Background: an optimization exercise with open tools, aiming at small area. Do not read the settings as production practice. RTL that was checked went through simulation tests only; none was proved equivalent to the original. No functional check of the RTL was part of runs 2 and 3. Power is estimated from default activity; no workload was simulated.

<file path="flow/config.mk">
export PLATFORM = sky130hd
export DESIGN_NAME = axi_gpio_expanded
export DESIGN_NICKNAME = axi_gpio_expanded
export VERILOG_FILES = /design/flow/design.v
export SDC_FILE = /design/flow/constraint.sdc
export NUM_CORES = 4
export LEC_CHECK = 0
export CAP_MARGIN = 20
export CORE_MARGIN = 2
export CORE_UTILIZATION = 40
export SLEW_MARGIN = 20
</file>
<file path="flow/constraint.sdc">
create_clock -name core_clock -period 5.0 [get_ports {ACLK}]
set_input_delay 1.0000 -clock core_clock [delete_from_list [all_inputs] [get_ports {ACLK}]]
set_output_delay 1.0000 -clock core_clock [all_outputs]
set_load 0.01 [all_outputs]
</file>
<file path="flow/design.v">
module axi_gpio
(
    input  logic        ACLK,
    input  logic        ARESETn,
    input  logic  [8:2] AWADDR,
    input  logic        AWVALID,
    output logic        AWREADY,
    input  logic [31:0] WDATA,
    input  logic  [3:0] WSTRB,
    input  logic        WVALID,
    output logic        WREADY,
    output logic  [1:0] BRESP,
    output logic        BVALID,
    input  logic        BREADY,
    input  logic  [8:2] ARADDR,
    input  logic        ARVALID,
    output logic        ARREADY,
    output logic [31:0] RDATA,
    output logic  [1:0] RRESP,
    output logic        RVALID,
    input  logic        RREADY,
    output logic        ip2intc_irpt,
    input  logic [31:0] gpio_io_i,
    output logic [31:0] gpio_io_o,
    output logic [31:0] gpio_io_t,
    input  logic [31:0] gpio2_io_i,
    output logic [31:0] gpio2_io_o,
    output logic [31:0] gpio2_io_t
);
localparam [6:0] A_GPIO_IO    = 7'h00;  
localparam [6:0] A_GPIO_IO_T  = 7'h01;  
localparam [6:0] A_GPIO2_IO   = 7'h02;  
localparam [6:0] A_GPIO2_IO_T = 7'h03;  
localparam [6:0] A_GIER       = 7'h47;  
localparam [6:0] A_IER        = 7'h48;  
localparam [6:0] A_ISR        = 7'h4A;  
logic        rst;
logic        wready;
logic        write_strobe;
logic        read_strobe;
logic [31:0] wdat;
logic [31:0] gpio_io_i_reg;
logic [31:0] gpio2_io_i_reg;
logic  [1:0] in_changed;
logic        global_int_en;
logic  [1:0] ip_int_en;
logic  [1:0] ip_int_status;
logic        isr_toggle;
always_ff @(posedge ACLK)
    rst <= ~ARESETn;
assign BRESP = 2'b00;
assign RRESP = 2'b00;
assign write_strobe = AWVALID && WVALID && !BVALID;
assign read_strobe  = ARVALID && !RVALID;
assign wdat = rst ? 32'd0 : WDATA;
genvar b;
generate
for (b = 0; b < 4; b++) begin : g_byte
    always_ff @(posedge ACLK) begin
        if (rst || (write_strobe && AWADDR == A_GPIO_IO && WSTRB[b]))
            gpio_io_o[8*b +: 8] <= wdat[8*b +: 8];
        if (rst || (write_strobe && AWADDR == A_GPIO_IO_T && WSTRB[b]))
            gpio_io_t[8*b +: 8] <= wdat[8*b +: 8];
        if (rst || (write_strobe && AWADDR == A_GPIO2_IO && WSTRB[b]))
            gpio2_io_o[8*b +: 8] <= wdat[8*b +: 8];
        if (rst || (write_strobe && AWADDR == A_GPIO2_IO_T && WSTRB[b]))
            gpio2_io_t[8*b +: 8] <= wdat[8*b +: 8];
    end
end
endgenerate
always_ff @(posedge ACLK) begin
    if (rst || (write_strobe && AWADDR == A_GIER && WSTRB[3]))
        global_int_en <= wdat[31];
    if (rst || (write_strobe && AWADDR == A_IER && WSTRB[0]))
        ip_int_en <= wdat[1:0];
end
always_ff @(posedge ACLK) begin
    wready <= !rst && write_strobe;
    BVALID <= !rst && (write_strobe || (BVALID && !BREADY));
end
assign AWREADY = wready;
assign WREADY  = wready;
always_ff @(posedge ACLK) begin
    gpio_io_i_reg  <= gpio_io_i;
    gpio2_io_i_reg <= gpio2_io_i;
    in_changed[0] <= rst ? |gpio_io_i  : |(gpio_io_i  ^ gpio_io_i_reg);
    in_changed[1] <= rst ? |gpio2_io_i : |(gpio2_io_i ^ gpio2_io_i_reg);
end
assign isr_toggle = write_strobe && AWADDR == A_ISR && WSTRB[0];
always_ff @(posedge ACLK) begin
    ip_int_status <= rst ? 2'b00 :
                     (in_changed | (ip_int_status ^ (WDATA[1:0] & {2{isr_toggle}})));
    ip2intc_irpt  <= !rst && |ip_int_status;
end
always_ff @(posedge ACLK) begin
    ARREADY <= !rst && read_strobe;
    RVALID  <= !rst && (read_strobe || (RVALID && !RREADY));
end
always_ff @(posedge ACLK) begin
    if (!RVALID) begin
        case (ARADDR)
            A_GPIO_IO    : RDATA <= gpio_io_i_reg;
            A_GPIO_IO_T  : RDATA <= gpio_io_t;
            A_GPIO2_IO   : RDATA <= gpio2_io_i_reg;
            A_GPIO2_IO_T : RDATA <= gpio2_io_t;
            A_GIER       : RDATA <= {1'b0, global_int_en, 30'd0};
            A_IER        : RDATA <= {30'd0, ip_int_en};
            A_ISR        : RDATA <= {30'd0, ip_int_status};
            default      : RDATA <= 32'd0;
        endcase
    end
end
endmodule
module axi_gpio_expanded
#(
    parameter C_ALL_INPUTS        = 0,
    parameter C_ALL_OUTPUTS       = 0,
    parameter C_GPIO_WIDTH        = 32,
    parameter C_DOUT_DEFAULT      = 32'h00000000,
    parameter C_TRI_DEFAULT       = 32'hFFFFFFFF,
    parameter C_IS_DUAL           = 1,
    parameter C_ALL_INPUTS_2      = 0,
    parameter C_ALL_OUTPUTS_2     = 0,
    parameter C_GPIO2_WIDTH       = 32,
    parameter C_DOUT_DEFAULT_2    = 32'h00000000,
    parameter C_TRI_DEFAULT_2     = 32'hFFFFFFFF,
    parameter C_INTERRUPT_PRESENT = 1
)
(
    input  logic              ACLK,
    input  logic              ARESETn,
    input  logic        [8:2] AWADDR,
    input  logic        [2:0] AWPROT,
    input  logic              AWVALID,
    output logic              AWREADY,
    input  logic       [31:0] WDATA,
    input  logic        [3:0] WSTRB,
    input  logic              WVALID,
    output logic              WREADY,
    output logic        [1:0] BRESP,
    output logic              BVALID,
    input  logic              BREADY,
    input  logic        [8:2] ARADDR,
    input  logic        [2:0] ARPROT,
    input  logic              ARVALID,
    output logic              ARREADY,
    output logic       [31:0] RDATA,
    output logic        [1:0] RRESP,
    output logic              RVALID,
    input  logic              RREADY,
    output logic ip2intc_irpt,
    input  logic  [C_GPIO_WIDTH-1:0] gpio_io_i,
    output logic  [C_GPIO_WIDTH-1:0] gpio_io_o,
    output logic  [C_GPIO_WIDTH-1:0] gpio_io_t,
    input  logic [C_GPIO2_WIDTH-1:0] gpio2_io_i,
    output logic [C_GPIO2_WIDTH-1:0] gpio2_io_o,
    output logic [C_GPIO2_WIDTH-1:0] gpio2_io_t
);
   axi_gpio gpio(
      .ACLK(ACLK), .ARESETn(ARESETn),
      .AWADDR(AWADDR), .AWVALID(AWVALID), .AWREADY(AWREADY),
      .WDATA(WDATA), .WSTRB(WSTRB), .WVALID(WVALID), .WREADY(WREADY),
      .BRESP(BRESP), .BVALID(BVALID), .BREADY(BREADY),
      .ARADDR(ARADDR), .ARVALID(ARVALID), .ARREADY(ARREADY),
      .RDATA(RDATA), .RRESP(RRESP), .RVALID(RVALID), .RREADY(RREADY),
      .ip2intc_irpt(ip2intc_irpt),
      .gpio_io_i(gpio_io_i), .gpio_io_o(gpio_io_o), .gpio_io_t(gpio_io_t),
      .gpio2_io_i(gpio2_io_i), .gpio2_io_o(gpio2_io_o), .gpio2_io_t(gpio2_io_t));
endmodule
</file>
<file path="flow/run.sh">
#!/bin/bash
# synth_recipe.tcl (not shown) runs the flow's synth.tcl, then flattens the netlist and writes it again
# the make line also repeats each setting of config.mk as NAME=value (left out here)
make -C /OpenROAD-flow-scripts/flow DESIGN_CONFIG=/design/flow/config.mk WORK_HOME=/design/flow/orfs CLKGATE_MAP_FILE= SYNTH_SCRIPT=/design/flow/synth_recipe.tcl finish
</file>
==> results of run 1 <==
==> power by group through the flow <==
stage	logic [W]	clock network, W	registers [W]
after floorplan	0.000161	0	0.00234
after global placement	0.000525	0	0.00232
after detailed placement	0.000527	0	0.00232
after CTS	0.000531	0.00193	0.00228
after global routing	0.000558	0.00201	0.00229
final	0.000524	0.00191	0.00228
==> through the flow <==
step | cell area (sq um) | hold slack (ps) | worst slack, ps | power, W | std cells
6_report | 12900 | 474 | 1710 | 0.00471 | 1126
4_1_cts | 12900 | 474 | 1680 | 0.00474 | 1124
3_5_place_dp | 12000 | 454 | 1160 | 0.00285 | 1080
2_1_floorplan | 8880 | 418 | 2290 | 0.00250 | 532
3_3_place_gp | 12000 | 445 | 1180 | 0.00284 | 1080
5_1_grt | 12900 | 487 | 1600 | 0.00486 | 1125
==> cells in the final DEF, fill, tap and decap left out, types with 3 or more instances in the layout <==
| master | count |
|---|---|
| clkdlybuf4s50_1 | 284 |
| edfxtp_1 | 163 |
| dfxtp_1 | 73 |
| nor2b_1 | 62 |
| xor2_1 | 62 |
| mux4_2 | 32 |
| nor4_1 | 30 |
| clkbuf_16 | 26 |
| a21o_1 | 16 |
| nand3_1 | 9 |
| nor3_1 | 7 |
| nor2_1 | 7 |
| clkinv_2 | 7 |
| nand4_1 | 6 |
| inv_1 | 5 |
| xnor2_1 | 4 |
| conb_1 | 4 |
| bufinv_16 | 4 |
| buf_4 | 4 |
| or3_1 | 3 |
| o22ai_1 | 3 |
| a21oi_1 | 3 |
| clkinvlp_4 | 3 |
==> layer usage <==
layer / routed length, um / share of wire (%) / global-route usage, %
met1: 10900 / 41 / 29.0
met2: 12800 / 48 / 38.0
met3: 2320 / 8.7 / 6.32
met4: 506 / 1.9 / 4.89
met5: 0 / 0 / 0
==> cells by family after synthesis <==
family,after synthesis
compound gates,27
xor+xnor,66
buf+inv,28
flops,237
mux,34
other cells,1
simple gates,136
==> worst register-to-register path: stages, from the launching register on <==
cell and delay [ps]:
dfxtp_1 330, nand3b_4 170, or3_1 360, or4_4 490
nor3_2 480, a21o_1 490
==> cell type report <==
class | count | area, sq um | share of cell area, %
multi-input cells | 267 | 2380 | 18.5
diodes | 2 | 5.00 | 0.0389
inverters | 6 | 22.5 | 0.175
clock buffers | 28 | 668 | 5.19
clock inverters | 16 | 190 | 1.48
flip-flops and latches | 237 | 6380 | 49.5
well taps | 280 | 350 | 2.72
repair buffers | 290 | 2880 | 22.4
==> how the worst max path moves through the flow <==
stage,from,to,slack (ps)
3_5_place_dp,WVALID,gpio.gpio_io_o[16],1160
6_report,WVALID,gpio.gpio_io_o[20],1710
4_1_cts,WVALID,gpio.gpio_io_o[19],1680
2_1_floorplan,WVALID,gpio.gpio_io_t[0],2290
3_3_place_gp,WVALID,gpio.gpio_io_o[16],1180
5_1_grt,WVALID,gpio.gpio_io_o[16],1600
==> run_results.csv, run 1 <==
group,metric,value,unit
floorplanning,num_rows,54,
cts,cts_tree,"built",
sta,slew_headroom,34.2,%
setup_path,cp-end-kind,"register",
setup_path,worstReg2RegEnd,"gpio.gpio_io_o[20]",
place,io_buffer_count,286,
power,switching_share,22.0,%
cts,clockRootBuffer,"clkbuf_16",
job,drv_cap,0,
setup_path,setup.worst_path.start_class,"input pin",
power,vdd_drop_max,222,uV
synth,synth_mux_area_share,8.35,%
synth,syn_inst,529,
synth,synth_edf_count,163,
detailed_routing,drc,0,
power,clockPowerShare,40.5,%
hold_path,min_path_cells,1,
detailed_routing,dr_total_vias,5668,
cts,htree_levels,1,
floorplanning,io_pins,297,
setup_path,path_delay_family,"simple AND/OR/NAND/NOR gates",
floorplanning,die_area,23400,sq um
finish,fin_nets,953,
hold_path,min-delay-start,"gpio.BVALID",
synth,ys_warn_count,1,
floorplanning,die_y,153,um
cts,holdBufCountCts,0,
setup_path,cpPeakStageDelay,530,ps
synth,ys_seq_elements,237,
place,place_congestion,0.821,
sta,worst_slew_pin_slew,986,ps
synth,synthTopCellsByCount,"edfxtp_1 (163), dfxtp_1 (74), nor2b_1 (62), xor2_1 (62), mux4_2 (32)",
grt,grt_pass1_vias,6177,
synth,synth_compound_area_share,2.19,%
setup_path,path_cells,"clkdlybuf4s50_1 > nand3b_4 > or3_1 > or4_4 > nor3_2 > a21o_1",
power,cell_internal_pwr,0.00367,W
finish,syn_to_final_growth,45.1,%
floorplanning,core,21800,sq um
synth,synth_fa_ha_area_share,0,%
power,comb_power_share,11.1,%
synth,synth_xor_area_share,6.52,%
cts,clk_latency,510,ps
sta,clock.fmax,304,MHz
outcome,outcome,"no timing/DRC/antenna violations",
synth,yosys.area.top_type_share,55.2,%
detailed_routing,first_iter_violations,288,
power,switchingPower,0.00104,W
sta,finalHoldViolations,0,
setup_path,worstRegToRegCells,5,
sta,finalMaxSlewViolations,0,
synth,synth_top_family_by_area,"simple AND/OR/NAND/NOR gates",
floorplanning,start_util,40.6,%
synth,synth_area_per_cell,16.8,sq um
detailed_routing,via_per_inst,5.03,
power,p_per_area,366,nW/um^2
setup_path,crit_type,"in2reg",
finish,layout-drive-gt1-share,10.3,%
sta,skew,10.4,ps
floorplanning,die_w,153,um
cts,post_cts_buffers,0,
setup_path,cp_max_fo,8,
setup_path,required,5150,ps
setup_path,regToRegStartpoint,"gpio.BVALID",
detailed_routing,ant_nets,0,
cts,cts.clk_slew.worst_paths,60,ps
detailed_routing,wl_per_cell,23.6,um
synth,ys_seq_area_share,71.9,%
grt,grt_max_degree,53,
synth,synth_top_area_cell,"edfxtp_1",
hold_path,min_to,"gpio.wready",
sta,post-route-period-util,65.9,%
cts,cts.sinks,237,
sta,final-setup-viol-count,0,
hold_path,hp-class,"reg2reg",
cts,cts-buffers-inserted,24,
synth,yosysMostFrequentCell,"edfxtp_1",
sta,period_needed,3290,ps
cts,cts_buffer_depth,3,
grt,antenna_found_initial,2,
setup_path,path_buf_inv,1,
detailed_routing,dr.pass1.iters,4,
power,p_seq_share,48.3,%
place,dp_hpwl,20000,um
setup_path,slowest_stage,"clkdlybuf4s50_1",
synth,ys.flop_type,"edfxtp_1",
synth,synthTopCellsByArea,"edfxtp_1 (55%), dfxtp_1 (17%), mux4_2 (8.1%), xor2_1 (6.1%), nor2b_1 (4.4%)",
grt,grt_overflow_total,0,
grt,grt_use_total,22.4,%
synth,synth_area,8870,sq um
synth,synth.distinct_cells,35,
grt,grt_pass1_wl,39500,um
detailed_routing,drt-total-wl,26600,um
synth,synthSimpleGateAreaFrac,9.57,%
finish,postLayoutCoreUtil,59.0,%
power,leakage,4.71,nW
synth,synth-async-reset-ratio,0,%
cts,cts_resized,0,
finish,nFillCells,1751,
sta,rsz0062_at_grt,"no",
setup_path,r2r_slack,2340,ps
setup_path,cp.arrival,3450,ps
setup_path,cp_num_cells,6,
sta,finalSetupTns,0,ps
==> run 2: changes to the inputs <==
--- a/flow/design.v
+++ b/flow/design.v
@@ -38,7 +38,6 @@
 logic        wready;
 logic        write_strobe;
 logic        read_strobe;
-logic [31:0] wdat;
 logic [31:0] gpio_io_i_reg;
 logic [31:0] gpio2_io_i_reg;
 logic  [1:0] in_changed;
@@ -52,27 +51,34 @@
 assign RRESP = 2'b00;
 assign write_strobe = AWVALID && WVALID && !BVALID;
 assign read_strobe  = ARVALID && !RVALID;
-assign wdat = rst ? 32'd0 : WDATA;
-genvar b;
-generate
-for (b = 0; b < 4; b++) begin : g_byte
-    always_ff @(posedge ACLK) begin
-        if (rst || (write_strobe && AWADDR == A_GPIO_IO && WSTRB[b]))
-            gpio_io_o[8*b +: 8] <= wdat[8*b +: 8];
-        if (rst || (write_strobe && AWADDR == A_GPIO_IO_T && WSTRB[b]))
-            gpio_io_t[8*b +: 8] <= wdat[8*b +: 8];
-        if (rst || (write_strobe && AWADDR == A_GPIO2_IO && WSTRB[b]))
-            gpio2_io_o[8*b +: 8] <= wdat[8*b +: 8];
-        if (rst || (write_strobe && AWADDR == A_GPIO2_IO_T && WSTRB[b]))
-            gpio2_io_t[8*b +: 8] <= wdat[8*b +: 8];
+logic [3:0] ld_o1, ld_t1, ld_o2, ld_t2;
+logic [3:0] hd_o1, hd_t1, hd_o2, hd_t2;
+logic       ld_gier, hd_gier, ld_ier, hd_ier;
+always_comb begin
+    for (int i = 0; i < 4; i++) begin
+        ld_o1[i] = !rst &&  (write_strobe && AWADDR == A_GPIO_IO    && WSTRB[i]);
+        hd_o1[i] = !rst && !(write_strobe && AWADDR == A_GPIO_IO    && WSTRB[i]);
+        ld_t1[i] = !rst &&  (write_strobe && AWADDR == A_GPIO_IO_T  && WSTRB[i]);
+        hd_t1[i] = !rst && !(write_strobe && AWADDR == A_GPIO_IO_T  && WSTRB[i]);
+        ld_o2[i] = !rst &&  (write_strobe && AWADDR == A_GPIO2_IO   && WSTRB[i]);
+        hd_o2[i] = !rst && !(write_strobe && AWADDR == A_GPIO2_IO   && WSTRB[i]);
+        ld_t2[i] = !rst &&  (write_strobe && AWADDR == A_GPIO2_IO_T && WSTRB[i]);
+        hd_t2[i] = !rst && !(write_strobe && AWADDR == A_GPIO2_IO_T && WSTRB[i]);
     end
+    ld_gier = !rst &&  (write_strobe && AWADDR == A_GIER && WSTRB[3]);
+    hd_gier = !rst && !(write_strobe && AWADDR == A_GIER && WSTRB[3]);
+    ld_ier  = !rst &&  (write_strobe && AWADDR == A_IER  && WSTRB[0]);
+    hd_ier  = !rst && !(write_strobe && AWADDR == A_IER  && WSTRB[0]);
 end
-endgenerate
 always_ff @(posedge ACLK) begin
-    if (rst || (write_strobe && AWADDR == A_GIER && WSTRB[3]))
-        global_int_en <= wdat[31];
-    if (rst || (write_strobe && AWADDR == A_IER && WSTRB[0]))
-        ip_int_en <= wdat[1:0];
+    for (int i = 0; i < 32; i++) begin
+        gpio_io_o[i]  <= (ld_o1[i/8] & WDATA[i]) | (hd_o1[i/8] & gpio_io_o[i]);
+        gpio_io_t[i]  <= (ld_t1[i/8] & WDATA[i]) | (hd_t1[i/8] & gpio_io_t[i]);
+        gpio2_io_o[i] <= (ld_o2[i/8] & WDATA[i]) | (hd_o2[i/8] & gpio2_io_o[i]);
+        gpio2_io_t[i] <= (ld_t2[i/8] & WDATA[i]) | (hd_t2[i/8] & gpio2_io_t[i]);
+    end
+    global_int_en <= (ld_gier & WDATA[31]) | (hd_gier & global_int_en);
+    ip_int_en     <= ({2{ld_ier}} & WDATA[1:0]) | ({2{hd_ier}} & ip_int_en);
 end
 always_ff @(posedge ACLK) begin
     wready <= !rst && write_strobe;
@@ -83,8 +89,8 @@
 always_ff @(posedge ACLK) begin
     gpio_io_i_reg  <= gpio_io_i;
     gpio2_io_i_reg <= gpio2_io_i;
-    in_changed[0] <= rst ? |gpio_io_i  : |(gpio_io_i  ^ gpio_io_i_reg);
-    in_changed[1] <= rst ? |gpio2_io_i : |(gpio2_io_i ^ gpio2_io_i_reg);
+    in_changed[0] <= rst ? (|gpio_io_i)  : (|(gpio_io_i  ^ gpio_io_i_reg));
+    in_changed[1] <= rst ? (|gpio2_io_i) : (|(gpio2_io_i ^ gpio2_io_i_reg));
 end
 assign isr_toggle = write_strobe && AWADDR == A_ISR && WSTRB[0];
 always_ff @(posedge ACLK) begin
@@ -96,19 +102,25 @@
     ARREADY <= !rst && read_strobe;
     RVALID  <= !rst && (read_strobe || (RVALID && !RREADY));
 end
+logic s_io1, s_t1, s_io2, s_t2, s_gier, s_ier, s_isr;
+always_comb begin
+    s_io1  = !RVALID && ARADDR == A_GPIO_IO;
+    s_t1   = !RVALID && ARADDR == A_GPIO_IO_T;
+    s_io2  = !RVALID && ARADDR == A_GPIO2_IO;
+    s_t2   = !RVALID && ARADDR == A_GPIO2_IO_T;
+    s_gier = !RVALID && ARADDR == A_GIER;
+    s_ier  = !RVALID && ARADDR == A_IER;
+    s_isr  = !RVALID && ARADDR == A_ISR;
+end
 always_ff @(posedge ACLK) begin
-    if (!RVALID) begin
-        case (ARADDR)
-            A_GPIO_IO    : RDATA <= gpio_io_i_reg;
-            A_GPIO_IO_T  : RDATA <= gpio_io_t;
-            A_GPIO2_IO   : RDATA <= gpio2_io_i_reg;
-            A_GPIO2_IO_T : RDATA <= gpio2_io_t;
-            A_GIER       : RDATA <= {1'b0, global_int_en, 30'd0};
-            A_IER        : RDATA <= {30'd0, ip_int_en};
-            A_ISR        : RDATA <= {30'd0, ip_int_status};
-            default      : RDATA <= 32'd0;
-        endcase
-    end
+    RDATA <= ({32{RVALID}} & RDATA)
+           | ({32{s_io1}} & gpio_io_i_reg)
+           | ({32{s_t1}}  & gpio_io_t)
+           | ({32{s_io2}} & gpio2_io_i_reg)
+           | ({32{s_t2}}  & gpio2_io_t)
+           | ({32{s_gier}} & {1'b0, global_int_en, 30'd0})
+           | ({32{s_ier}}  & {30'd0, ip_int_en})
+           | ({32{s_isr}}  & {30'd0, ip_int_status});
 end
 endmodule
 module axi_gpio_expanded
--- a/flow/config.mk
+++ b/flow/config.mk
@@ -5,6 +5,7 @@
 export SDC_FILE = /design/flow/constraint.sdc
 export NUM_CORES = 4
 export LEC_CHECK = 0
+export ABC_AREA = 1
 export CAP_MARGIN = 20
 export CORE_MARGIN = 2
 export CORE_UTILIZATION = 40
==> run_results.csv, run 2 <==
group,metric,value,unit
outcome,outcome,"no timing/DRC/antenna violations",
hold_path,hp-class,"reg2reg",
detailed_routing,wl_per_cell,17.1,um
synth,ys_seq_area_share,50.0,%
place,io_buffer_count,286,
power,leakage,5.95,nW
finish,postLayoutCoreUtil,57.6,%
floorplanning,core,23400,sq um
synth,synth_area,9480,sq um
sta,finalSetupTns,0,ps
grt,antenna_found_initial,0,
cts,cts_tree,"built",
sta,final-setup-viol-count,0,
synth,ys_seq_elements,237,
cts,cts_buffer_depth,3,
finish,final_common_cell,"nand2_1",
cts,htree_levels,1,
setup_path,setup.worst_path.start_class,"register",
sta,period_needed,3030,ps
synth,synth-async-reset-ratio,0,%
setup_path,slowest_stage,"dfxtp_1",
synth,yosysMostFrequentCell,"nand2_1",
floorplanning,start_util,40.5,%
cts,post_cts_buffers,0,
synth,synthTopCellsByArea,"dfxtp_1 (50%), nand2_1 (19%), nand3_1 (8.9%), inv_1 (6.0%), o21ai_0 (3.9%)",
detailed_routing,dr.pass1.iters,5,
sta,layout_setup_ws,1970,ps
grt,grt_pass1_vias,8888,
sta,clock.fmax,330,MHz
synth,synth_area_per_cell,7.14,sq um
detailed_routing,dr_total_vias,9412,
finish,layout-drive-gt1-share,4.05,%
sta,timing.hold.ws,468,ps
place,dp_hpwl,25400,um
setup_path,path_buf_inv,1,
finish,finalInstanceArea,13500,sq um
floorplanning,die_y,158,um
setup_path,cp-end-kind,"primary output",
finish,syn_to_final_growth,42.1,%
cts,cts-buffers-inserted,26,
synth,yosys.area.top_type_share,50.0,%
power,p_per_area,307,nW/um^2
cts,holdBufCountCts,0,
finish,n_antenna_cell,0,
cts,clockRootBuffer,"clkbuf_16",
synth,ys_warn_count,1,
synth,ys.flop_type,"dfxtp_1",
cts,clk_latency,530,ps
detailed_routing,drt-total-wl,33200,um
finish,final_cell_mix,"nand2_1 (479), clkdlybuf4s50_1 (286), dfxtp_1 (237), nand3_1 (169), inv_1 (150)",
cts,cts.sinks,237,
detailed_routing,first_iter_violations,594,
synth,synth.distinct_cells,28,
place,placed_area,12600,sq um
job,drv_cap,0,
floorplanning,die_w,158,um
place,place_ws,1560,ps
finish,fin_nets,1738,
grt,grt_max_degree,87,
grt,grt_overflow_total,0,
sta,finalMaxSlewViolations,0,
sta,finalHoldViolations,0,
setup_path,path_cells,"clkdlybuf4s50_1",
sta,rsz0062_at_grt,"no",
sta,slew_headroom,37.7,%
setup_path,cp.arrival,2030,ps
sta,worst_slew_pin_slew,934,ps
detailed_routing,ant_nets,0,
place,place_congestion,0.866,
grt,grt_pass1_wl,49800,um
synth,synthTopCellsByCount,"nand2_1 (479), dfxtp_1 (237), nand3_1 (169), inv_1 (151), nor2_1 (79)",
setup_path,required,4000,ps
synth,synth_edf_count,0,
floorplanning,num_rows,56,
cts,cts.clk_slew.worst_paths,60,ps
sta,skew,8.80,ps
sta,post-route-period-util,60.7,%
setup_path,path_delay_family,"flip-flops",
setup_path,cp_max_fo,19,
detailed_routing,drc,0,
setup_path,cpPeakStageDelay,830,ps
synth,synth_top_area_cell,"dfxtp_1",
grt,grt_use_total,26.0,%
synth,syn_inst,1328,
cts,cts_resized,0,
power,vdd_drop_max,205,uV
floorplanning,io_pins,297,
floorplanning,die_area,25000,sq um
setup_path,crit_type,"reg2out",
detailed_routing,via_per_inst,4.83,
-- run 2: final timing paths --
path | startpoint | end | slack [ps] | depth (start not counted)
worst max register to register | gpio.RVALID | gpio.RDATA[14] | 2370 | 5
worst min-delay path | gpio.gpio2_io_o[8] | gpio.gpio2_io_o[8] | 470 | 2
worst max-delay path | gpio.RVALID | RVALID | 1970 | 1
worst min register to register | gpio.gpio2_io_o[8] | gpio.gpio2_io_o[8] | 470 | 2
-- run 2: final cells by class --
cell class / instances / area [sq um]
Clock inverter: 5 / 25.0
Tap cell: 319 / 399
Timing Repair Buffer: 293 / 2920
Multi-Input combinational cell: 900 / 3990
Clock buffer: 42 / 822
Fill cell: 2325 / 9930
Sequential cell: 237 / 4740
Inverter: 153 / 577
-- run 2: cell families after synthesis --
kind of cell,count (synthesis),synth area share (%)
AOI/OAI and AO/OA,86,4.64
xor gates and xnor gates,22,2.03
buffers and inverters,194,8.15
DFF,237,50.0
other,1,0.0395
and+or+nand+nor,788,35.1
-- run 2: routing by layer --
| metal | share of wire, % | up-vias | global-route usage [%] |
|---|---|---|---|
| met5 | 0 | - | 0 |
| met2 | 47 | 346 | 43.7 |
| li1 | - | 4751 | - |
| met3 | 7.9 | 47 | 6.35 |
| met4 | 2.4 | 0 | 7.25 |
| met1 | 43 | 4268 | 33.3 |
-- run 2: power breakdown --
part           total (W)  leakage [nW]  switching [W]  internal, W
Combinational   0.000298          3.59       0.000158     0.000140
Sequential       0.00195          1.94      0.0000283      0.00192
Clock            0.00188         0.424       0.000765      0.00112
Total            0.00413          5.95       0.000951      0.00318
-- run 2: stage by stage --
step	cells	total power, W
2_1_floorplan	1331	0.00211
3_3_place_gp	1902	0.00229
3_5_place_dp	1902	0.00229
4_1_cts	1949	0.00416
5_1_grt	1949	0.00427
6_report	1949	0.00413
==> run 3: changes to the inputs <==
--- a/flow/config.mk
+++ b/flow/config.mk
@@ -9,4 +9,6 @@
 export CAP_MARGIN = 20
 export CORE_MARGIN = 2
 export CORE_UTILIZATION = 40
+export CTS_BUF_LIST = sky130_fd_sc_hd__clkbuf_4
+export CTS_CLUSTER_SIZE = 30
 export SLEW_MARGIN = 20
==> run_results.csv, run 3 <==
group,metric,value,unit
cts,clk_latency,660,ps
outcome,outcome,"no timing/DRC/antenna violations",
detailed_routing,dr.pass1.iters,5,
setup_path,path_delay_family,"flip-flops",
sta,clock.fmax,316,MHz
synth,synth-async-reset-ratio,0,%
synth,ys_seq_elements,237,
floorplanning,io_pins,297,
finish,nFillCells,2357,
synth,yosysMostFrequentCell,"nand2_1",
cts,cts_tree,"built",
place,place_inst,1902,
cts,clockRootBuffer,"clkbuf_4",
synth,yosys.area.top_type_share,50.0,%
place,dp_hpwl,25400,um
setup_path,required,4000,ps
synth,synth_area,9480,sq um
synth,synth.distinct_cells,28,
sta,skew,26.3,ps
synth,ys_warn_count,1,
setup_path,path_buf_inv,1,
floorplanning,start_util,40.5,%
detailed_routing,wl_per_cell,16.6,um
cts,cts_buffer_depth,3,
sta,final-setup-viol-count,0,
detailed_routing,dr_total_vias,9695,
grt,grt_pass1_wl,50600,um
sta,finalHoldViolations,0,
cts,cts-buffers-inserted,66,
cts,post_cts_buffers,0,
place,io_buffer_count,286,
synth,synth_area_per_cell,7.14,sq um
synth,synth_top_area_cell,"dfxtp_1",
job,drv_cap,0,
power,p_per_area,299,nW/um^2
detailed_routing,first_iter_violations,641,
sta,worst_slew_pin_slew,932,ps
cts,holdBufCountCts,0,
grt,grt_pass1_vias,9247,
setup_path,path_cells,"clkdlybuf4s50_1",
detailed_routing,ant_nets,0,
sta,slew_headroom,37.9,%
floorplanning,num_rows,56,
floorplanning,core,23400,sq um
floorplanning,die_area,25000,sq um
setup_path,crit_type,"reg2out",
cts,cts.sinks,237,
grt,grt_overflow_total,0,
setup_path,cpPeakStageDelay,850,ps
detailed_routing,via_per_inst,4.80,
cts,cts.clk_slew.worst_paths,60,ps
power,vdd_drop_max,144,uV
synth,synthTopCellsByArea,"dfxtp_1 (50%), nand2_1 (19%), nand3_1 (8.9%), inv_1 (6.0%), o21ai_0 (3.9%)",
grt,grt_use_total,26.6,%
setup_path,cp_max_fo,19,
sta,rsz0062_at_grt,"no",
finish,syn_to_final_growth,42.2,%
sta,post-route-period-util,63.3,%
grt,antenna_found_initial,1,
finish,layout-drive-gt1-share,8.00,%
finish,final_common_cell,"nand2_1",
floorplanning,die_w,158,um
floorplanning,die_y,158,um
setup_path,cp.arrival,2170,ps
finish,final_cell_mix,"nand2_1 (479), clkdlybuf4s50_1 (286), dfxtp_1 (237), nand3_1 (169), inv_1 (150)",
setup_path,cp-end-kind,"primary output",
synth,syn_inst,1328,
synth,synth_edf_count,0,
sta,finalMaxSlewViolations,0,
place,place_ws,1560,ps
cts,cts_resized,0,
sta,layout_setup_ws,1830,ps
grt,grt_max_degree,87,
detailed_routing,drc,0,
hold_path,hp-class,"reg2reg",
synth,synthTopCellsByCount,"nand2_1 (479), dfxtp_1 (237), nand3_1 (169), inv_1 (151), nor2_1 (79)",
sta,period_needed,3170,ps
power,leakage,6.04,nW
setup_path,setup.worst_path.start_class,"register",
place,place_congestion,0.866,
sta,finalSetupTns,0,ps
synth,ys.flop_type,"dfxtp_1",
setup_path,slowest_stage,"dfxtp_1",
detailed_routing,drt-total-wl,33600,um
synth,ys_seq_area_share,50.0,%
finish,layoutNonFillerInstCount,2019,
cts,htree_levels,3,
finish,fin_nets,1778,
[run 3: cell counts after synthesis]
No cell type changed its count.
[run 3: power breakdown]
group	total, W	switching, W	internal [W]	leakage (nW)
Combinational	0.000298	0.000157	0.000140	3.59
Sequential	0.00195	0.0000285	0.00192	1.94
Clock	0.00179	0.000795	0.000990	0.519
[run 3: metal layers]
metal  share of wire (%)  global-route usage [%]  up-vias  wire (um)
li1                    -                       -     4868          -
met1                  42                    32.7     4401      14200
met2                  47                    44.3      379      15800
met3                 8.5                    8.27       47       2840
met4                 2.2                    9.27        0        731
met5                   0                       0        -          0
[run 3: cells by family after synthesis]
logic type / count (synthesis) / share of synthesized area, %
and+or+nand+nor: 788 / 35.1
DFF: 237 / 50.0
buffers and inverters: 194 / 8.15
AOI/OAI and AO/OA: 86 / 4.64
xor gates and xnor gates: 22 / 2.03
other: 1 / 0.0395
[run 3: area by class of cell]
type,instances,area [sq um],share of cell area [%]
flip-flops and latches,237,4740,35.2
clock buffers,111,833,6.18
clock inverters,5,18.8,0.139
well taps,319,399,2.96
diodes,1,2.50,0.0186
inverters,153,577,4.28
repair buffers,293,2920,21.6
multi-input cells,900,3990,29.6
[run 3: worst paths after layout]
path / startpoint / cells after the start / slack (ps) / end
worst min-delay path: gpio.gpio2_io_o[8] / 2 / 470 / gpio.gpio2_io_o[8]
worst min register to register: gpio.gpio2_io_o[8] / 2 / 470 / gpio.gpio2_io_o[8]
worst max-delay path: gpio.RVALID / 1 / 1830 / RVALID
worst max register to register: gpio.RVALID / 5 / 2380 / gpio.RDATA[11]
[run 3: worst reg2reg max path: cells and delay by family (launching register included)]
family / cells / cell delay [ps]
AND/OR/NAND/NOR: 4 / 1010
buffers and inverters: 1 / 650
flip-flops: 1 / 850
[run 3: stage by stage]
step	utilization [%]	hold WS (ps)	total power (W)	area [sq um]
6_report	57.6	469	0.00403	13500
5_1_grt	57.6	486	0.00422	13500
4_1_cts	57.6	472	0.00408	13500
3_5_place_dp	54.0	460	0.00229	12600
3_3_place_gp	53.9	459	0.00229	12600
2_1_floorplan	-	456	0.00211	9490
==> run 4: changes to the inputs <==
--- a/flow/design.v
+++ b/flow/design.v
@@ -70,13 +70,23 @@
     ld_ier  = !rst &&  (write_strobe && AWADDR == A_IER  && WSTRB[0]);
     hd_ier  = !rst && !(write_strobe && AWADDR == A_IER  && WSTRB[0]);
 end
-always_ff @(posedge ACLK) begin
-    for (int i = 0; i < 32; i++) begin
-        gpio_io_o[i]  <= (ld_o1[i/8] & WDATA[i]) | (hd_o1[i/8] & gpio_io_o[i]);
-        gpio_io_t[i]  <= (ld_t1[i/8] & WDATA[i]) | (hd_t1[i/8] & gpio_io_t[i]);
-        gpio2_io_o[i] <= (ld_o2[i/8] & WDATA[i]) | (hd_o2[i/8] & gpio2_io_o[i]);
-        gpio2_io_t[i] <= (ld_t2[i/8] & WDATA[i]) | (hd_t2[i/8] & gpio2_io_t[i]);
+genvar i;
+generate
+for (i = 0; i < 32; i++) begin : g_bit
+    logic d_o1, d_t1, d_o2, d_t2;
+    gpio_ao22 u_o1(.a1(ld_o1[i/8]), .a2(WDATA[i]), .b1(hd_o1[i/8]), .b2(gpio_io_o[i]),  .y(d_o1));
+    gpio_ao22 u_t1(.a1(ld_t1[i/8]), .a2(WDATA[i]), .b1(hd_t1[i/8]), .b2(gpio_io_t[i]),  .y(d_t1));
+    gpio_ao22 u_o2(.a1(ld_o2[i/8]), .a2(WDATA[i]), .b1(hd_o2[i/8]), .b2(gpio2_io_o[i]), .y(d_o2));
+    gpio_ao22 u_t2(.a1(ld_t2[i/8]), .a2(WDATA[i]), .b1(hd_t2[i/8]), .b2(gpio2_io_t[i]), .y(d_t2));
+    always_ff @(posedge ACLK) begin
+        gpio_io_o[i]  <= d_o1;
+        gpio_io_t[i]  <= d_t1;
+        gpio2_io_o[i] <= d_o2;
+        gpio2_io_t[i] <= d_t2;
     end
+end
+endgenerate
+always_ff @(posedge ACLK) begin
     global_int_en <= (ld_gier & WDATA[31]) | (hd_gier & global_int_en);
     ip_int_en     <= ({2{ld_ier}} & WDATA[1:0]) | ({2{hd_ier}} & ip_int_en);
 end
@@ -112,16 +122,30 @@
     s_ier  = !RVALID && ARADDR == A_IER;
     s_isr  = !RVALID && ARADDR == A_ISR;
 end
-always_ff @(posedge ACLK) begin
-    RDATA <= ({32{RVALID}} & RDATA)
-           | ({32{s_io1}} & gpio_io_i_reg)
-           | ({32{s_t1}}  & gpio_io_t)
-           | ({32{s_io2}} & gpio2_io_i_reg)
-           | ({32{s_t2}}  & gpio2_io_t)
+logic [31:0] rd_mux;
+generate
+for (i = 0; i < 32; i++) begin : g_rd
+    gpio_rd_bit u_rd(.hold(RVALID), .q(RDATA[i]),
+                     .s0(s_io1), .d0(gpio_io_i_reg[i]),
+                     .s1(s_t1),  .d1(gpio_io_t[i]),
+                     .s2(s_io2), .d2(gpio2_io_i_reg[i]),
+                     .s3(s_t2),  .d3(gpio2_io_t[i]),
+                     .y(rd_mux[i]));
+end
+endgenerate
+always_ff @(posedge ACLK) begin
+    RDATA <= rd_mux
            | ({32{s_gier}} & {1'b0, global_int_en, 30'd0})
            | ({32{s_ier}}  & {30'd0, ip_int_en})
            | ({32{s_isr}}  & {30'd0, ip_int_status});
 end
+endmodule
+module gpio_ao22 (input logic a1, a2, b1, b2, output logic y);
+    assign y = (a1 & a2) | (b1 & b2);
+endmodule
+module gpio_rd_bit (input logic hold, q, s0, d0, s1, d1, s2, d2, s3, d3,
+                    output logic y);
+    assign y = (hold & q) | (s0 & d0) | (s1 & d1) | (s2 & d2) | (s3 & d3);
 endmodule
 module axi_gpio_expanded
 #(
==> flow/config.mk (replaced) <==
export PLATFORM = sky130hd
export DESIGN_NAME = axi_gpio_expanded
export DESIGN_NICKNAME = axi_gpio_expanded
export VERILOG_FILES = /design/flow/design.v
export SDC_FILE = /design/flow/constraint.sdc
export NUM_CORES = 4
export LEC_CHECK = 0
export CAP_MARGIN = 20
export CORE_MARGIN = 2
export CORE_UTILIZATION = 40
export SLEW_MARGIN = 20
export SYNTH_HIERARCHICAL = 1
==> run_results.csv, run 4 <==
group,metric,value,unit
outcome,outcome,"no timing/DRC/antenna violations",
sta,finalHoldViolations,0,
synth,ys_seq_elements,237,
floorplanning,die_w,146,um
setup_path,cpPeakStageDelay,640,ps
synth,synth_area_per_cell,11.8,sq um
power,vdd_drop_max,259,uV
synth,synth_top_area_cell,"dfxtp_1",
setup_path,slowest_stage,"nor3b_4",
cts,cts.sinks,237,
finish,nFillCells,1611,
hold_path,min-delay-start,"gpio.gpio_io_o[27]",
grt,grt_util_met2,43.2,%
grt,gr-max-usage-layer,"met2",
setup_path,cp.arrival,3620,ps
sta,finalMaxSlewViolations,0,
place,place_inst,1238,
detailed_routing,first_iter_violations,670,
floorplanning,die_y,146,um
detailed_routing,ant_nets,0,
power,leakage,4.63,nW
floorplanning,io_pins,297,
finish,layout-drive-gt1-share,5.99,%
sta,finalSetupTns,0,ps
synth,synth_edf_count,0,
setup_path,cp-end-kind,"register",
cts,cts_resized,0,
setup_path,path_buf_inv,2,
synth,syn_inst,685,
floorplanning,start_util,41.1,%
detailed_routing,via_per_inst,5.75,
finish,final_common_cell,"clkdlybuf4s50_1",
sta,worst_slew_pin_slew,995,ps
finish,layoutNonFillerInstCount,1284,
setup_path,setup.worst_path.start_class,"input pin",
cts,clk_latency,530,ps
floorplanning,num_rows,51,
grt,grt_pass1_vias,7303,
grt,grt_max_degree,37,
setup_path,crit_type,"in2reg",
setup_path,path_delay_family,"simple AND/OR/NAND/NOR gates",
detailed_routing,dr.pass1.iters,8,
synth,synth.distinct_cells,42,
synth,synthTopCellsByCount,"dfxtp_1 (237), a22o_1 (128), nand2_1 (37), a222oi_1 (33)",
setup_path,critPathLaunch,"ARADDR[7]",
hold_path,hp-class,"reg2reg",
sta,post-route-period-util,63.6,%
sta,rsz0062_at_grt,"no",
power,power,0.00427,W
job,drv_cap,0,
setup_path,regToRegStartpoint,"gpio.RVALID",
sta,slew_headroom,33.7,%
finish,final_cell_mix,"clkdlybuf4s50_1 (286), dfxtp_1 (237), a22o_1 (128), nand2_1 (37), a222oi_1 (33)",
floorplanning,core,19600,sq um
finish,fin_nets,1127,
power,p_per_area,350,nW/um^2
cts,cts-buffers-inserted,25,
synth,yosys.area.top_type_share,58.9,%
grt,grt_overflow_total,0,
setup_path,cp_max_fo,14,
cts,holdBufCountCts,0,
grt,grt_use_total,27.2,%
sta,clock.fmax,315,MHz
synth,ys_seq_area_share,58.9,%
setup_path,required,5450,ps
grt,antenna_found_initial,0,
sta,period_needed,3180,ps
place,dp_hpwl,22500,um
synth,synth_area,8050,sq um
cts,cts.clk_slew.worst_paths,60,ps
synth,ys.flop_type,"dfxtp_1",
sta,skew,7.01,ps
grt,grt_pass1_wl,44900,um
finish,n_antenna_cell,0,
synth,ys_warn_count,7,
sta,layout_setup_ws,1820,ps
cts,post_cts_buffers,0,
detailed_routing,wl_per_cell,23.3,um
cts,clockRootBuffer,"clkbuf_16",
cts,htree_levels,1,
finish,syn_to_final_growth,51.5,%
place,place_ws,1320,ps
grt,gr-usage-met3,6.61,%
synth,synthTopCellsByArea,"dfxtp_1 (59%), a22o_1 (14%), a222oi_1 (4.1%), xnor2_1 (3.5%), xor2_1 (3.3%)",
detailed_routing,drc,0,
floorplanning,die_area,21300,sq um
place,place_congestion,0.906,
place,io_buffer_count,286,
detailed_routing,drt-total-wl,30000,um
cts,cts_buffer_depth,3,
cts,cts_tree,"built",
sta,final-setup-viol-count,0,
detailed_routing,dr_total_vias,7381,
synth,yosysMostFrequentCell,"dfxtp_1",
grt,met1_usage,36.6,%
setup_path,path_cells,"clkdlybuf4s50_1 > or3_1 > or4_4 > nor3b_4 > buf_4 > a22oi_1 > nand2_1 > o21bai_1",
synth,synth-async-reset-ratio,0,%
-- run 4: cell types whose count changed after synthesis, sizes merged, moves of 12 or more --
cell	change
xor2	+28
nor2	-61
nand2	-442
nand4	-20
nand3	-163
nor4	+20
xnor2	+12
a22o	+128
inv	-143
a22oi	+32
o21ai	-77
a222oi	+33
buf	-25
a21oi	+18
-- run 4: final cells by class --
class                           instances  area [sq um]  area share, %
Sequential cell                       237          4740           38.9
Tap cell                              265           332           2.72
Timing Repair Buffer                  295          2930           24.0
Clock inverter                         16           245           2.01
Inverter                                9          33.8          0.277
Clock buffer                           30           664           5.45
Multi-Input combinational cell        432          3250           26.6
-- run 4: routing by layer --
| metal | vias up | part of all wire (%) |
|---|---|---|
| met5 | - | 0 |
| met4 | 0 | 2.8 |
| met3 | 43 | 10 |
| met2 | 399 | 46 |
| met1 | 3614 | 42 |
| li1 | 3325 | - |
-- run 4: where the power goes --
part | switching [W] | internal [W]
Clock | 0.000776 | 0.00126
Sequential | 0.0000276 | 0.00192
Combinational | 0.000144 | 0.000138
Total | 0.000947 | 0.00332
-- run 4: path summary, 6_finish.rpt --
| path | end | slack, ps | cells past startpoint |
|---|---|---|---|
| max | gpio.RDATA[1] | 1820 | 8 |
| min | gpio.gpio_io_o[27] | 470 | 1 |
| max reg2reg | gpio.RDATA[1] | 2440 | 7 |
| min reg2reg | gpio.gpio_io_o[27] | 470 | 1 |
-- run 4: cell families after synthesis --
| group | after synthesis | synth area share, % |
|---|---|---|
| flip-flops | 237 | 58.9 |
| AND/OR/NAND/NOR | 140 | 9.55 |
| other | 1 | 0.0466 |
| AO/OA/AOI/OAI | 221 | 23.0 |
| buffers and inverters | 19 | 1.12 |
| multiplexers | 5 | 0.621 |
| XOR/XNOR | 62 | 6.74 |
-- run 4: per-module statistics from Yosys, one instance, submodules excluded, excerpt --
module,flip-flops and latches,area [sq um],times used,cells
axi_gpio,237,6250,1,461
gpio_ao22,0,8.76,128,1
gpio_rd_bit,0,21.3,32,3
-- run 4: worst register-to-register path: stages (launching register included) --
cell and delay, ps:
dfxtp_1 310, or3_1 380, or4_4 500, nor3b_4 640, buf_4 340, a22oi_1 110
nand2_1 90, o21bai_1 110
-- run 4: stage by stage --
step / util (%) / cell area [sq um] / hold WS [ps]
floorplan: - / 8070 / 411
global placement: 57.6 / 11300 / 451
detailed placement: 57.6 / 11300 / 452
CTS: 62.3 / 12200 / 473
global route: 62.3 / 12200 / 483
finish: 62.3 / 12200 / 468
==> run 5: changes to the inputs <==
--- a/flow/config.mk
+++ b/flow/config.mk
@@ -8,5 +8,8 @@
 export CAP_MARGIN = 20
 export CORE_MARGIN = 2
 export CORE_UTILIZATION = 40
+export CTS_BUF_LIST = sky130_fd_sc_hd__clkbuf_16
+export CTS_CLUSTER_DIAMETER = 200
+export CTS_CLUSTER_SIZE = 30
 export SLEW_MARGIN = 20
 export SYNTH_HIERARCHICAL = 1
==> run_results.csv, run 5 <==
group,metric,value,unit
synth,ys_seq_elements,237,
finish,seqCellArea,4740,sq um
place,placed_area,11300,sq um
cts,holdBufCountCts,0,
detailed_routing,ant_nets,0,
place,place_ws,1320,ps
synth,synth_area_per_cell,11.8,sq um
synth,yosys.area.top_type_share,58.9,%
finish,finalInstanceArea,11600,sq um
job,drv_cap,0,
grt,grt_pass1_wl,44200,um
setup_path,cp_max_fo,14,
power,power,0.00322,W
sta,finalMaxSlewViolations,0,
sta,skew,15.8,ps
sta,clock.fmax,310,MHz
cts,cts.clk_slew.worst_paths,120,ps
sta,rsz0062_at_grt,"no",
finish,fin_nets,1113,
setup_path,crit_type,"in2reg",
grt,grt_pass1_vias,7072,
sta,finalSetupTns,0,ps
detailed_routing,drt-total-wl,29600,um
cts,htree_levels,1,
power,comb_power_share,8.8,%
synth,synthTopCellsByArea,"dfxtp_1 (59%), a22o_1 (14%), a222oi_1 (4.1%), xnor2_1 (3.5%), xor2_1 (3.3%)",
finish,nFillCells,1664,
cts,clk_latency,480,ps
power,vdd_drop_max,213,uV
detailed_routing,via_per_inst,5.76,
setup_path,cp.arrival,3640,ps
synth,synth-async-reset-ratio,0,%
detailed_routing,drc,0,
synth,yosysMostFrequentCell,"dfxtp_1",
synth,ys_warn_count,7,
synth,ys_seq_area_share,58.9,%
cts,cts_tree,"built",
cts,clockRootBuffer,"clkbuf_16",
grt,grt_use_total,26.8,%
sta,finalHoldViolations,0,
place,io_buffer_count,286,
place,dp_hpwl,22500,um
synth,synth.distinct_cells,42,
grt,grt_overflow_total,0,
cts,cts.sinks,237,
synth,synth_top_area_cell,"dfxtp_1",
grt,grt_max_degree,37,
floorplanning,num_rows,51,
detailed_routing,dr_total_vias,7203,
grt,antenna_found_initial,0,
sta,period_needed,3230,ps
cts,post_cts_buffers,0,
synth,synth_area,8050,sq um
place,place_congestion,0.906,
power,switching_share,23.5,%
setup_path,cp-end-kind,"register",
synth,synthTopCellsByCount,"dfxtp_1 (237), a22o_1 (128), nand2_1 (37), a222oi_1 (33)",
cts,cts_buffer_depth,3,
finish,final_common_cell,"clkdlybuf4s50_1",
floorplanning,die_area,21300,sq um
floorplanning,die_w,146,um
power,leakage,4.32,nW
sta,final-setup-viol-count,0,
outcome,outcome,"no timing/DRC/antenna violations",
sta,worst_slew_pin_slew,1030,ps
sta,layout_setup_ws,1770,ps
hold_path,hp-class,"reg2reg",
detailed_routing,dr.pass1.iters,7,
finish,layout-drive-gt1-share,3.05,%
floorplanning,die_y,146,um
power,p_per_area,278,nW/um^2
setup_path,required,5420,ps
detailed_routing,first_iter_violations,674,
floorplanning,core,19600,sq um
cts,cts_resized,0,
synth,ys.flop_type,"dfxtp_1",
power,clockPowerShare,30.7,%
power,switchingPower,0.000758,W
power,cell_internal_pwr,0.00246,W
floorplanning,io_pins,297,
synth,synth_edf_count,0,
sta,slew_headroom,31.4,%
setup_path,setup.worst_path.start_class,"input pin",
floorplanning,start_util,41.1,%
finish,final_cell_mix,"clkdlybuf4s50_1 (286), dfxtp_1 (237), a22o_1 (128), nand2_1 (37), a222oi_1 (33)",
power,p_seq_share,60.5,%
synth,syn_inst,685,
cts,cts-buffers-inserted,11,
finish,syn_to_final_growth,43.7,%
sta,post-route-period-util,64.6,%
detailed_routing,wl_per_cell,23.6,um
finish,multi_input_area,3250,sq um
run 5: per-module statistics from Yosys, one instance, submodules excluded, a selection:
module,flip-flops and latches,times used
gpio_rd_bit,0,32
gpio_ao22,0,128
axi_gpio,237,1
run 5: metal layers:
| metal | part of all wire [%] | global-route usage (%) |
|---|---|---|
| met5 | 0 | 0 |
| met4 | 2.8 | 7.11 |
| met3 | 8.7 | 5.30 |
| met2 | 45 | 42.9 |
| met1 | 43 | 37.0 |
run 5: path summary, 6_finish.rpt:
path	to	cells after the start	slack, ps	start
min reg2reg	gpio.ip_int_status[1]	2	480	gpio.in_changed[1]
max reg2reg	gpio.RDATA[1]	7	2400	gpio.RVALID
min	gpio.ip_int_status[1]	2	480	gpio.in_changed[1]
max	gpio.RDATA[1]	8	1770	ARADDR[7]
run 5: power groups by stage:
stage / logic [W] / clock network, W / registers [W]
after detailed placement: 0.000276 / 0 / 0.00199
after CTS: 0.000278 / 0.00101 / 0.00195
after global placement: 0.000271 / 0 / 0.00199
final: 0.000282 / 0.000989 / 0.00195
after global routing: 0.000298 / 0.00107 / 0.00195
after floorplan: 0.0000836 / 0 / 0.00199
run 5: cell type report:
cell class                 instances  area share (%)
antenna                            1          0.0216
clock buffer                      11            2.38
clock inverter                     1          0.0432
inverter                           9           0.292
multi-input combinational        432            28.1
sequential                       237            41.0
tap                              265            2.86
timing repair buffer             295            25.3
run 5: cell families (layout without fill, tap and decap cells):
kind of cell,count (synthesis),count (layout),synth area share [%]
simple gates,140,140,9.55
buf+inv,19,316,1.12
flops,237,237,58.9
mux,5,5,0.621
other cells,1,5,0.0466
compound gates,221,221,23.0
xor+xnor,62,62,6.74
run 5: metrics by stage:
| step | util (%) | hold slack, ps | cells |
|---|---|---|---|
| 5_1_grt | 59.1 | 492 | 1250 |
| 6_report | 59.1 | 475 | 1251 |
| 4_1_cts | 59.1 | 481 | 1250 |
| 3_3_place_gp | 57.6 | 451 | 1238 |
| 3_5_place_dp | 57.6 | 452 | 1238 |
| 2_1_floorplan | - | 411 | 688 |
run 5: worst max-delay path: stages:
cell             delay (ps)
clkdlybuf4s50_1         390
or3_1                   440
or4_4                   510
nor3b_4                 640
buf_4                   340
a22oi_1                 110
nand2_1                  90
o21bai_1                110
==> run 6: changes to the inputs <==
--- a/flow/config.mk
+++ b/flow/config.mk
@@ -8,8 +8,8 @@
 export CAP_MARGIN = 20
 export CORE_MARGIN = 2
 export CORE_UTILIZATION = 40
-export CTS_BUF_LIST = sky130_fd_sc_hd__clkbuf_16
-export CTS_CLUSTER_DIAMETER = 200
-export CTS_CLUSTER_SIZE = 30
+export CTS_BUF_LIST = sky130_fd_sc_hd__clkbuf_8
+export CTS_CLUSTER_DIAMETER = 100
+export CTS_CLUSTER_SIZE = 16
 export SLEW_MARGIN = 20
 export SYNTH_HIERARCHICAL = 1
==> run_results.csv, run 6 <==
group,metric,value,unit
floorplanning,io_pins,297,
floorplanning,die_y,146,um
grt,grt_pass1_vias,7135,
floorplanning,die_area,21300,sq um
synth,ys_seq_elements,237,
floorplanning,core,19600,sq um
grt,grt_pass1_wl,44400,um
finish,layout-drive-gt1-share,3.83,%
hold_path,min_to,"gpio.ip_int_status[1]",
job,drv_cap,0,
setup_path,crit_type,"in2reg",
hold_path,hp-class,"reg2reg",
setup_path,r2r_slack,2420,ps
sta,skew,17.0,ps
power,vdd_drop_max,176,uV
sta,worst_slew_pin_slew,969,ps
finish,final_common_cell,"clkdlybuf4s50_1",
sta,finalMaxSlewViolations,0,
place,io_buffer_count,286,
hold_path,min-delay-start,"gpio.in_changed[1]",
sta,finalHoldViolations,0,
synth,synth_edf_count,0,
grt,grt_max_degree,37,
setup_path,regToRegStartpoint,"gpio.RVALID",
detailed_routing,drt-total-wl,29700,um
setup_path,worstReg2RegEnd,"gpio.RDATA[1]",
outcome,outcome,"no timing/DRC/antenna violations",
setup_path,setup.worst_path.start_class,"input pin",
grt,antenna_found_initial,0,
sta,timing.hold.ws,472,ps
detailed_routing,drc,0,
setup_path,path_cells,"clkdlybuf4s50_1 > or3_1 > or4_4 > nor3b_4 > buf_4 > a22oi_1 > nand2_1 > o21bai_1",
finish,nFillCells,1676,
sta,slew_headroom,35.4,%
place,place_ws,1320,ps
sta,layout_setup_ws,1830,ps
sta,finalSetupTns,0,ps
cts,cts_tree,"built",
setup_path,slowest_stage,"nor3b_4",
floorplanning,num_rows,51,
setup_path,cp_max_fo,14,
cts,cts-buffers-inserted,18,
synth,yosys.area.top_type_share,58.9,%
finish,fin_nets,1120,
hold_path,min_path_cells,2,
place,dp_hpwl,22500,um
sta,final-setup-viol-count,0,
synth,synthTopCellsByArea,"dfxtp_1 (59%), a22o_1 (14%), a222oi_1 (4.1%), xnor2_1 (3.5%), xor2_1 (3.3%)",
grt,grt_use_total,26.9,%
detailed_routing,wl_per_cell,23.6,um
power,p_per_area,274,nW/um^2
setup_path,cpPeakStageDelay,630,ps
detailed_routing,ant_nets,0,
sta,clock.fmax,316,MHz
detailed_routing,dr_total_vias,7244,
grt,grt_overflow_total,0,
synth,synth.distinct_cells,42,
sta,period_needed,3170,ps
sta,post-route-period-util,63.3,%
synth,ys.flop_type,"dfxtp_1",
sta,rsz0062_at_grt,"no",
cts,cts.sinks,237,
synth,synth-async-reset-ratio,0,%
synth,synth_area,8050,sq um
detailed_routing,via_per_inst,5.76,
setup_path,worstRegToRegCells,7,
synth,synth_area_per_cell,11.8,sq um
setup_path,cp-end-kind,"register",
floorplanning,start_util,41.1,%
cts,htree_levels,1,
cts,cts.clk_slew.worst_paths,110,ps
cts,holdBufCountCts,0,
detailed_routing,first_iter_violations,647,
setup_path,required,5460,ps
setup_path,cp.arrival,3620,ps
synth,synthTopCellsByCount,"dfxtp_1 (237), a22o_1 (128), nand2_1 (37), a222oi_1 (33)",
place,place_congestion,0.906,
detailed_routing,dr.pass1.iters,6,
floorplanning,die_w,146,um
synth,yosysMostFrequentCell,"dfxtp_1",
synth,ys_seq_area_share,58.9,%
cts,cts_resized,0,
cts,clk_latency,530,ps
synth,synth_top_area_cell,"dfxtp_1",
synth,ys_warn_count,7,
finish,final_cell_mix,"clkdlybuf4s50_1 (286), dfxtp_1 (237), a22o_1 (128), nand2_1 (37), a222oi_1 (33)",
finish,n_antenna_cell,0,
cts,clockRootBuffer,"clkbuf_8",
cts,post_cts_buffers,0,
cts,cts_buffer_depth,3,
synth,syn_inst,685,
power,leakage,4.32,nW
finish,syn_to_final_growth,43.5,%
-- run 6: how the worst max path moves through the flow --
stage              start             end  cells after the start
2_1_floorplan  ARADDR[7]  gpio.RDATA[30]                      7
3_3_place_gp   ARADDR[7]  gpio.RDATA[30]                      9
3_5_place_dp   ARADDR[7]   gpio.RDATA[1]                      8
4_1_cts        ARADDR[7]   gpio.RDATA[1]                      8
5_1_grt        ARADDR[6]   gpio.RDATA[1]                      8
6_report       ARADDR[7]   gpio.RDATA[1]                      8
-- run 6: logic make-up (layout without fill, tap and decap cells) --
kind of cell / after synthesis / after routing / share of synthesized area, %
DFF: 237 / 237 / 58.9
muxes: 5 / 5 / 0.621
and+or+nand+nor: 140 / 140 / 9.55
AOI/OAI and AO/OA: 221 / 221 / 23.0
other: 1 / 4 / 0.0466
xor gates and xnor gates: 62 / 62 / 6.74
buffers and inverters: 19 / 324 / 1.12
-- run 6: per-stage QoR --
step           cells  area, sq um  util [%]  power (W)
5_1_grt         1258        11600      59.0    0.00329
3_5_place_dp    1238        11300      57.6    0.00227
6_report        1258        11600      59.0    0.00317
2_1_floorplan    688         8070         -    0.00207
4_1_cts         1258        11600      59.0    0.00319
3_3_place_gp    1238        11300      57.6    0.00226
-- run 6: per-module statistics from Yosys (local to each module, per instance), excerpt --
module / copies in the design / cell area, sq um
gpio_rd_bit: 32 / 21.3
gpio_ao22: 128 / 8.76
axi_gpio: 1 / 6250
-- run 6: report_power, final --
group          total [W]  switching, W  internal (W)
Clock           0.000937      0.000593      0.000344
Sequential       0.00195     0.0000273       0.00192
Combinational   0.000282      0.000144      0.000138
-- run 6: worst max-delay path, delay by kind of cell --
kind	cells	cell delay, ps
AO/OA/AOI/OAI	2	220
buffers and inverters	2	730
AND/OR/NAND/NOR	4	1670
-- run 6: per-layer routing --
metal | share of wire (%) | global-route usage, % | wire length [um]
met2 | 46 | 43.0 | 13500
met5 | 0 | 0 | 0
met1 | 43 | 36.9 | 12700
met4 | 2.5 | 7.60 | 756
met3 | 9.1 | 5.71 | 2700
-- run 6: final cells by class --
class	instances	area [sq um]	share of cell area, %
clock buffer	19	262	2.26
clock inverter	1	5.00	0.0433
inverter	9	33.8	0.292
multi-input combinational	432	3250	28.1
sequential	237	4740	41.1
tap	265	332	2.87
timing repair buffer	295	2930	25.4
==> run 7: changes to the inputs <==
==> flow/flow/run.sh (new file) <==
#!/bin/bash
# Own layout flow: the standard ORFS flow (standard.sh, unchanged synthesis),
# with two layout options changed:
#  - port buffers use the smallest buffer cell (buf_1) instead of the tool's pick;
#  - clock tree synthesis without dummy load cells.
# Each tool's full output stays in orfs/logs/; make's own output goes to flow_make.log.
set -euo pipefail
cd "$(dirname "$0")/.."
BPA="-buffer_cell sky130_fd_sc_hd__buf_1"
CTSA="-sink_clustering_enable -repair_clock_nets -dont_use_dummy_load"
if [[ -f flow/cts_args.txt ]]; then CTSA="$(cat flow/cts_args.txt)"; fi
export BUFFER_PORTS_ARGS="$BPA"
export CTS_ARGS="$CTSA"
bash standard.sh "BUFFER_PORTS_ARGS=$BPA" "CTS_ARGS=$CTSA" finish > flow_make.log 2>&1
==> flow/flow/cts_args.txt (new file) <==
-sink_clustering_enable -repair_clock_nets -dont_use_dummy_load -sink_clustering_size 30 -sink_clustering_max_diameter 200 -buf_list sky130_fd_sc_hd__clkbuf_16
==> flow/standard.sh (new file) <==
#!/bin/bash
# synth_recipe.tcl (not shown) runs the flow's synth.tcl, then flattens the netlist and writes it again
# the make line also repeats each setting of config.mk as NAME=value (left out here)
make -C /OpenROAD-flow-scripts/flow DESIGN_CONFIG=/design/flow/config.mk WORK_HOME=/design/flow/orfs CLKGATE_MAP_FILE= SYNTH_SCRIPT=/design/flow/synth_recipe.tcl "${@:-finish}"
--- a/flow/config.mk
+++ b/flow/config.mk
@@ -8,8 +8,6 @@
 export CAP_MARGIN = 20
 export CORE_MARGIN = 2
 export CORE_UTILIZATION = 40
-export CTS_BUF_LIST = sky130_fd_sc_hd__clkbuf_8
-export CTS_CLUSTER_DIAMETER = 100
-export CTS_CLUSTER_SIZE = 16
+export GPL_TIMING_DRIVEN = 0
 export SLEW_MARGIN = 20
 export SYNTH_HIERARCHICAL = 1
removed: flow/run.sh
==> run_results.csv, run 7 <==
group,metric,value,unit
synth,syn_inst,685,
power,p_seq_share,62.1,%
synth,ys_seq_elements,237,
sta,post-route-period-util,58.1,%
place,dp_hpwl,22000,um
finish,layout-drive-gt1-share,3.53,%
grt,grt_use_total,25.8,%
floorplanning,start_util,41.1,%
sta,final-setup-viol-count,0,
place,place_congestion,0.869,
grt,grt_util_met2,40.0,%
setup_path,cp-end-kind,"register",
grt,antenna_found_initial,0,
cts,clk_latency,470,ps
sta,clock.fmax,344,MHz
cts,holdBufCountCts,0,
cts,htree_levels,1,
power,power,0.00315,W
synth,synth_area_per_cell,11.8,sq um
detailed_routing,first_iter_violations,552,
grt,gr-usage-met3,6.21,%
synth,synth_top_area_cell,"dfxtp_1",
power,comb_power_share,6.8,%
finish,n_antenna_cell,0,
place,place_ws,1580,ps
cts,cts_buffer_depth,3,
setup_path,setup.worst_path.start_class,"input pin",
detailed_routing,drt-total-wl,28400,um
synth,synth.distinct_cells,42,
cts,clockRootBuffer,"clkbuf_16",
detailed_routing,via_per_inst,5.57,
finish,final_cell_mix,"buf_1 (285), dfxtp_1 (236), a22o_1 (128), nand2_1 (37), a222oi_1 (33)",
cts,cts_tree,"built",
floorplanning,die_area,21300,sq um
sta,period_needed,2900,ps
power,switchingPower,0.000750,W
cts,post_cts_buffers,0,
synth,synthTopCellsByCount,"dfxtp_1 (237), a22o_1 (128), nand2_1 (37), a222oi_1 (33)",
power,p_per_area,318,nW/um^2
sta,worst_slew_pin_slew,999,ps
sta,rsz0062_at_grt,"no",
grt,grt_overflow_total,0,
power,leakage,3.67,nW
floorplanning,core,19600,sq um
grt,met1_usage,35.9,%
outcome,outcome,"no timing/DRC/antenna violations",
finish,final_common_cell,"buf_1",
grt,grt_pass1_wl,42400,um
job,drv_cap,0,
setup_path,required,5350,ps
power,vdd_drop_max,170,uV
cts,cts.clk_slew.worst_paths,120,ps
setup_path,crit_type,"in2reg",
synth,ys_seq_area_share,58.9,%
finish,fin_nets,1121,
setup_path,cp_max_fo,13,
synth,synth_area,8050,sq um
sta,skew,17.0,ps
sta,finalMaxSlewViolations,0,
place,io_buffer_count,284,
floorplanning,num_rows,51,
finish,postLayoutCoreUtil,50.5,%
sta,layout_setup_ws,2100,ps
detailed_routing,ant_nets,0,
floorplanning,die_w,146,um
power,switching_share,23.8,%
cts,cts.sinks,237,
synth,ys.flop_type,"dfxtp_1",
setup_path,cp.arrival,3250,ps
grt,grt_pass1_vias,6778,
synth,synth-async-reset-ratio,0,%
synth,ys_warn_count,7,
detailed_routing,dr.pass1.iters,5,
finish,syn_to_final_growth,22.9,%
power,clockPowerShare,31.1,%
cts,cts-buffers-inserted,11,
detailed_routing,dr_total_vias,6997,
cts,cts_resized,0,
hold_path,hp-class,"reg2reg",
synth,yosysMostFrequentCell,"dfxtp_1",
synth,synth_edf_count,0,
floorplanning,die_y,146,um
power,cell_internal_pwr,0.00240,W
sta,slew_headroom,33.4,%
detailed_routing,wl_per_cell,22.6,um
grt,gr-max-usage-layer,"met2",
detailed_routing,drc,0,
synth,synthTopCellsByArea,"dfxtp_1 (59%), a22o_1 (14%), a222oi_1 (4.1%), xnor2_1 (3.5%), xor2_1 (3.3%)",
grt,grt_max_degree,31,
synth,yosys.area.top_type_share,58.9,%
sta,finalHoldViolations,0,
floorplanning,io_pins,297,
==> run 7: modules after synthesis, one instance, submodules excluded, a selection <==
module       cells  area (sq um)  copies in the design  flip-flops and latches
gpio_rd_bit      3          21.3                    32                       0
gpio_ao22        1          8.76                   128                       0
axi_gpio       461          6250                     1                     237
==> run 7: cells by family (layout without fill, tap and decap cells) <==
group	after synthesis	count (layout)	synth area share, %
DFF	237	237	58.9
AOI/OAI and AO/OA	221	221	23.0
and+or+nand+nor	140	140	9.55
xor gates and xnor gates	62	62	6.74
buffers and inverters	19	323	1.12
muxes	5	5	0.621
other	1	4	0.0466
==> run 7: cell type report <==
type / instances / area, sq um
well taps: 265 / 332
flip-flops and latches: 237 / 4750
fillers: 1915 / 9690
inverters: 9 / 33.8
clock buffers: 11 / 275
multi-input cells: 432 / 3260
plain buffers: 10 / 56.3
repair buffers: 293 / 1200
==> run 7: per-stage QoR <==
step / setup TNS [ps] / cells / area, sq um / hold slack (ps)
after global placement: -21260 / 1237 / 9460 / 434
after global routing: 0 / 1257 / 9900 / 476
after floorplan: 0 / 688 / 8070 / 411
after detailed placement: 0 / 1246 / 9620 / 443
after CTS: 0 / 1257 / 9900 / 458
final: 0 / 1257 / 9900 / 456
==> run 7: layer usage <==
layer / wire, um / up-vias
met5: 0 / -
met4: 799 / 0
met3: 2340 / 35
met2: 12400 / 325
met1: 12800 / 3350
li1: - / 3287
==> run 7: path summary, 6_finish.rpt <==
kind	start	endpoint	slack, ps	cells after the start
setup / recovery	ARADDR[7]	gpio.RDATA[30]	2100	9
hold / removal	gpio.in_changed[0]	gpio.ip_int_status[0]	460	2
setup reg to reg	gpio.RVALID	gpio.RDATA[30]	2200	8
hold reg to reg	gpio.in_changed[0]	gpio.ip_int_status[0]	460	2
==> run 7: worst max-delay path: stages <==
cell      delay (ps)
buf_1             70
or3_1            430
or4_4            510
nor3b_4          620
buf_6            250
a222oi_1         100
nand2_1          120
inv_1             50
o31ai_1          100
==> run 7: power by group through the flow <==
stage          Combinational, W  Clock (W)  Sequential, W
2_1_floorplan         0.0000836          0        0.00199
3_3_place_gp           0.000199          0        0.00200
3_5_place_dp           0.000212          0        0.00200
4_1_cts                0.000213    0.00100        0.00195
5_1_grt                0.000232    0.00106        0.00196
6_report               0.000214   0.000978        0.00195

-- afterwards: timing with drivers on the ports --
Ports are ideal in the flow. The routed layouts listed here were re-timed in OpenROAD.
Step 1, drivers: a clkbuf_16 drives ACLK and a buf_2 each remaining input, both assumed.
Step 2, shift: input delay + t, output delay - t, t = (earliest + latest rising clock arrival at the registers) / 2. This alone moves slack from input paths to output paths.
Slacks: ideal / step 1 / step 2; pairs: ideal / step 1.
run | t, ns | setup WS [ns] | worst setup path after step 2 | latest minus earliest clock arrival (ns)
run 1 | 0.548 | 1.706 / 1.727 / 1.180 | input to register | 0.011 / 0.011
run 2 | 0.571 | 1.967 / 1.920 / 1.576 | input to register | 0.010 / 0.009
run 3 | 0.688 | 1.834 / 1.792 / 1.567 | input to register | 0.030 / 0.030
run 4 | 0.567 | 1.821 / 1.840 / 1.273 | input to register | 0.010 / 0.010
run 5 | 0.518 | 1.772 / 1.790 / 1.272 | input to register | 0.016 / 0.016
run 6 | 0.562 | 1.834 / 1.851 / 1.288 | input to register | 0.017 / 0.017
run 7 | 0.514 | 2.097 / 2.124 / 1.611 | input to register | 0.019 / 0.019
After both steps setup and hold are still met in every run listed. For run 4, which loses most, drivers alone change the setup slack by +0.019 ns; drivers and shift together by -0.548 ns.
